This design comes from an exercise in tuning for small area and a short achievable clock period on the open sky130 flow, not from production work. The RTL was checked by simulation tests, not by an equivalence proof against the original design.

## purple
==> module pe_unit, before the edit <==
module pe_unit (
  input               pe_weight_in_valid,
  input      [7:0]    pe_weight_in_payload,
  input               pe_ifmap_in_valid,
  input      [7:0]    pe_ifmap_in_payload,
  input               pe_bias_in_valid,
  input      [31:0]   pe_bias_in_payload,
  input               pe_shift_scale_valid,
  input      [7:0]    pe_shift_scale_payload,
  output              pe_ofmap_out_valid,
  output     [7:0]    pe_ofmap_out_payload,
  input               pe_ctrl_ps_back_en,
  input      [6:0]    pe_ctrl_ps_waddr,
  input      [6:0]    pe_ctrl_ps_raddr,
  input               pe_ctrl_ps_wr,
  input               pe_ctrl_ps_rd,
  input               pe_ctrl_ps_allow_rd,
  input               pe_ctrl_ps_pinA_bias_en,
  input               pe_ctrl_ps_pinB_bias_en,
  input               pe_ctrl_byp_mul_en,
  input               pe_ctrl_maxpool_en,
  input               pe_ctrl_bias_mul_en,
  input               pe_ctrl_ps_scale_en,
  output              pe_flags_ps_rd_ready,
  output              pe_flags_ps_wr_ready,
  input               clk,
  input               resetn
);
  reg        [7:0]    A;
  reg        [7:0]    B;
  reg        [15:0]   P;
  reg                 vA;
  reg                 vR;
  reg        [31:0]   R;
  reg        [31:0]   mem [0:127];
  reg        [31:0]   w_sum;
  reg        [6:0]    w_addr;
  reg                 w_en;
  wire                rden = pe_ctrl_ps_rd & pe_ctrl_ps_allow_rd;
  wire       [31:0]   ps = rden ? R : 32'h0;
  assign pe_ofmap_out_valid = vR;
  assign pe_ofmap_out_payload = ps[7:0];
  wire                ma_valid = pe_ctrl_ps_back_en ? vR : pe_ifmap_in_valid;
  wire       [7:0]    ma_data = pe_ctrl_ps_back_en ? ps[7:0] : pe_ifmap_in_payload;
  wire                mb_valid = pe_ctrl_bias_mul_en ? pe_bias_in_valid : pe_weight_in_valid;
  wire       [7:0]    mb_data = pe_ctrl_bias_mul_en ? pe_bias_in_payload[7:0] : pe_weight_in_payload;
  assign pe_flags_ps_rd_ready = ma_valid;
  assign pe_flags_ps_wr_ready = vA;
  wire       [31:0]   pinA = pe_ctrl_ps_pinA_bias_en ? pe_bias_in_payload : {{16{P[15]}}, P};
  wire       [31:0]   pinB = pe_ctrl_ps_pinB_bias_en ? pe_bias_in_payload : ps;
  wire                b_lt_a = $signed(pinB) < $signed(pinA);
  wire       [31:0]   sum = pe_ctrl_maxpool_en ? (b_lt_a ? pinA : pinB) : pinA + pinB;
  wire       [7:0]    s = pe_shift_scale_payload;
  wire                sc = pe_ctrl_ps_scale_en;
  wire       [4:0]    n = 5'd0 - s[4:0];
  reg        [31:0]   mask;
  integer             i;
  always @(*) begin
    for (i = 0; i < 32; i = i + 1) begin
      if (!sc)
        mask[i] = 1'b1;
      else if (s[7])
        mask[i] = (i + n) < 32;
      else
        mask[i] = (s[6:5] == 2'b00) && (i >= s[4:0]);
    end
  end
  reg        [4:0]    w_rot;
  reg        [31:0]   w_mask;
  reg                 w_neg;
  reg        [4:0]    w_bidx;
  wire       [31:0]   rot0 = w_rot[0] ? {w_sum[30:0], w_sum[31]}    : w_sum;
  wire       [31:0]   rot1 = w_rot[1] ? {rot0[29:0], rot0[31:30]}    : rot0;
  wire       [31:0]   rot2 = w_rot[2] ? {rot1[27:0], rot1[31:28]}    : rot1;
  wire       [31:0]   rot3 = w_rot[3] ? {rot2[23:0], rot2[31:24]}    : rot2;
  wire       [31:0]   rot  = w_rot[4] ? {rot3[15:0], rot3[31:16]}    : rot3;
  wire       [31:0]   shifted = (rot & w_mask) | ({32{w_neg & w_sum[31]}} & ~w_mask);
  wire                rbit = w_neg & w_sum[w_bidx];
  wire       [31:0]   wdata = shifted + {31'h0, rbit};
  always @(posedge clk) begin
    w_sum  <= sum;
    w_rot  <= sc ? s[4:0] : 5'd0;
    w_mask <= mask;
    w_neg  <= sc & s[7];
    w_bidx <= ~s[4:0];
    w_addr <= pe_ctrl_ps_waddr;
    w_en   <= pe_ctrl_ps_wr;
    if (w_en)
      mem[w_addr] <= wdata;
    if (rden)
      R <= (w_en && w_addr == pe_ctrl_ps_raddr) ? wdata : mem[pe_ctrl_ps_raddr];
  end
  always @(posedge clk or negedge resetn) begin
    if (!resetn) begin
      A  <= 8'h0;
      B  <= 8'h0;
      P  <= 16'h0;
      vA <= 1'b0;
      vR <= 1'b0;
    end else begin
      if (ma_valid) A <= ma_data;
      if (mb_valid) B <= mb_data;
      vA <= ma_valid;
      vR <= rden;
      if (vA) P <= $signed(A) * $signed(B);
    end
  end
endmodule
Settings: LEC_CHECK=0, CAP_MARGIN=20, CORE_MARGIN=2, CORE_UTILIZATION=60, CTS_BUF_LIST=sky130_fd_sc_hd__clkbuf_16, CTS_CLUSTER_DIAMETER=100, CTS_CLUSTER_SIZE=30, SLEW_MARGIN=20; clock period 11.0 ns.
standard.sh (not shown) runs the stock make flow with config.mk's settings and CLKGATE_MAP_FILE= SYNTH_SCRIPT=/design/flow/synth_recipe.tcl, a recipe that flattens the netlist after the stock synthesis.
==> flow/flow/run.sh <==
#!/bin/bash
set -o pipefail
cp standard.sh standard.sh.txt 2>/dev/null
export SETUP_SLACK_MARGIN=6.4
bash standard.sh > standard.log 2>&1
status=$?
# keep ORFS's per-step logs next to the flow's own log
if [ -d orfs/logs ]; then cp -r orfs/logs flow_logs 2>/dev/null; fi
exit $status
Inputs modified between purple and orange:
--- a/flow/design.v
+++ b/flow/design.v
@@ -53,37 +53,34 @@
   wire       [31:0]   sum = pe_ctrl_maxpool_en ? (b_lt_a ? pinA : pinB) : pinA + pinB;
   wire       [7:0]    s = pe_shift_scale_payload;
   wire                sc = pe_ctrl_ps_scale_en;
-  wire       [4:0]    n = 5'd0 - s[4:0];
+  reg        [4:0]    w_rot;
+  reg                 w_neg;
+  reg                 w_zero;
   reg        [31:0]   mask;
   integer             i;
   always @(*) begin
     for (i = 0; i < 32; i = i + 1) begin
-      if (!sc)
-        mask[i] = 1'b1;
-      else if (s[7])
-        mask[i] = (i + n) < 32;
+      if (w_zero)
+        mask[i] = 1'b0;
+      else if (w_neg)
+        mask[i] = (w_rot == 5'd0) || (i < w_rot);
       else
-        mask[i] = (s[6:5] == 2'b00) && (i >= s[4:0]);
+        mask[i] = (i >= w_rot);
     end
   end
-  reg        [4:0]    w_rot;
-  reg        [31:0]   w_mask;
-  reg                 w_neg;
-  reg        [4:0]    w_bidx;
   wire       [31:0]   rot0 = w_rot[0] ? {w_sum[30:0], w_sum[31]}    : w_sum;
   wire       [31:0]   rot1 = w_rot[1] ? {rot0[29:0], rot0[31:30]}    : rot0;
   wire       [31:0]   rot2 = w_rot[2] ? {rot1[27:0], rot1[31:28]}    : rot1;
   wire       [31:0]   rot3 = w_rot[3] ? {rot2[23:0], rot2[31:24]}    : rot2;
   wire       [31:0]   rot  = w_rot[4] ? {rot3[15:0], rot3[31:16]}    : rot3;
-  wire       [31:0]   shifted = (rot & w_mask) | ({32{w_neg & w_sum[31]}} & ~w_mask);
-  wire                rbit = w_neg & w_sum[w_bidx];
+  wire       [31:0]   shifted = (rot & mask) | ({32{w_neg & w_sum[31]}} & ~mask);
+  wire                rbit = w_neg & w_sum[~w_rot];
   wire       [31:0]   wdata = shifted + {31'h0, rbit};
   always @(posedge clk) begin
     w_sum  <= sum;
     w_rot  <= sc ? s[4:0] : 5'd0;
-    w_mask <= mask;
     w_neg  <= sc & s[7];
-    w_bidx <= ~s[4:0];
+    w_zero <= sc & ~s[7] & (s[6:5] != 2'b00);
     w_addr <= pe_ctrl_ps_waddr;
     w_en   <= pe_ctrl_ps_wr;
     if (w_en)
orange finished all stages; the layout is clean.
Compared with purple, in orange mux share of post-synthesis cell area went up, placed instance count went down by 0.75%, fraction of area in multi-input gates comparable, highest fanout seen on the critical path rose by 3, layout clock buffer count dropped 2.
Summary of orange over purple: post-CTS resize count fell by about 23%, area after synthesis went down 0.46%, slack of the critical path held steady.

-- afterwards: timing with drivers on the ports --
Ports are ideal in the flow. The routed layouts listed here were re-timed in OpenROAD. Step 1: set_driving_cell puts a clkbuf_16 on clk and a buf_2 on each other input, an assumption about the parent block. Step 2 also shifts input and output timing later by t, the mid clock arrival at the registers, as if the neighbouring blocks saw the same clock. Three values: ideal ports, drivers, drivers and shift; two values: the first two.
| run | t, ns | setup WS [ns] | worst setup path after step 2 |
|---|---|---|---|
| purple | 0.988 | 6.109 / 5.947 / 4.978 | input to register |
| orange | 1.005 | 6.106 / 6.037 / 5.154 | input to register |
After both steps every run listed still meets setup and hold. The setup slack of purple, which loses most, moves by -0.162 ns with the drivers and by -1.131 ns with both steps.
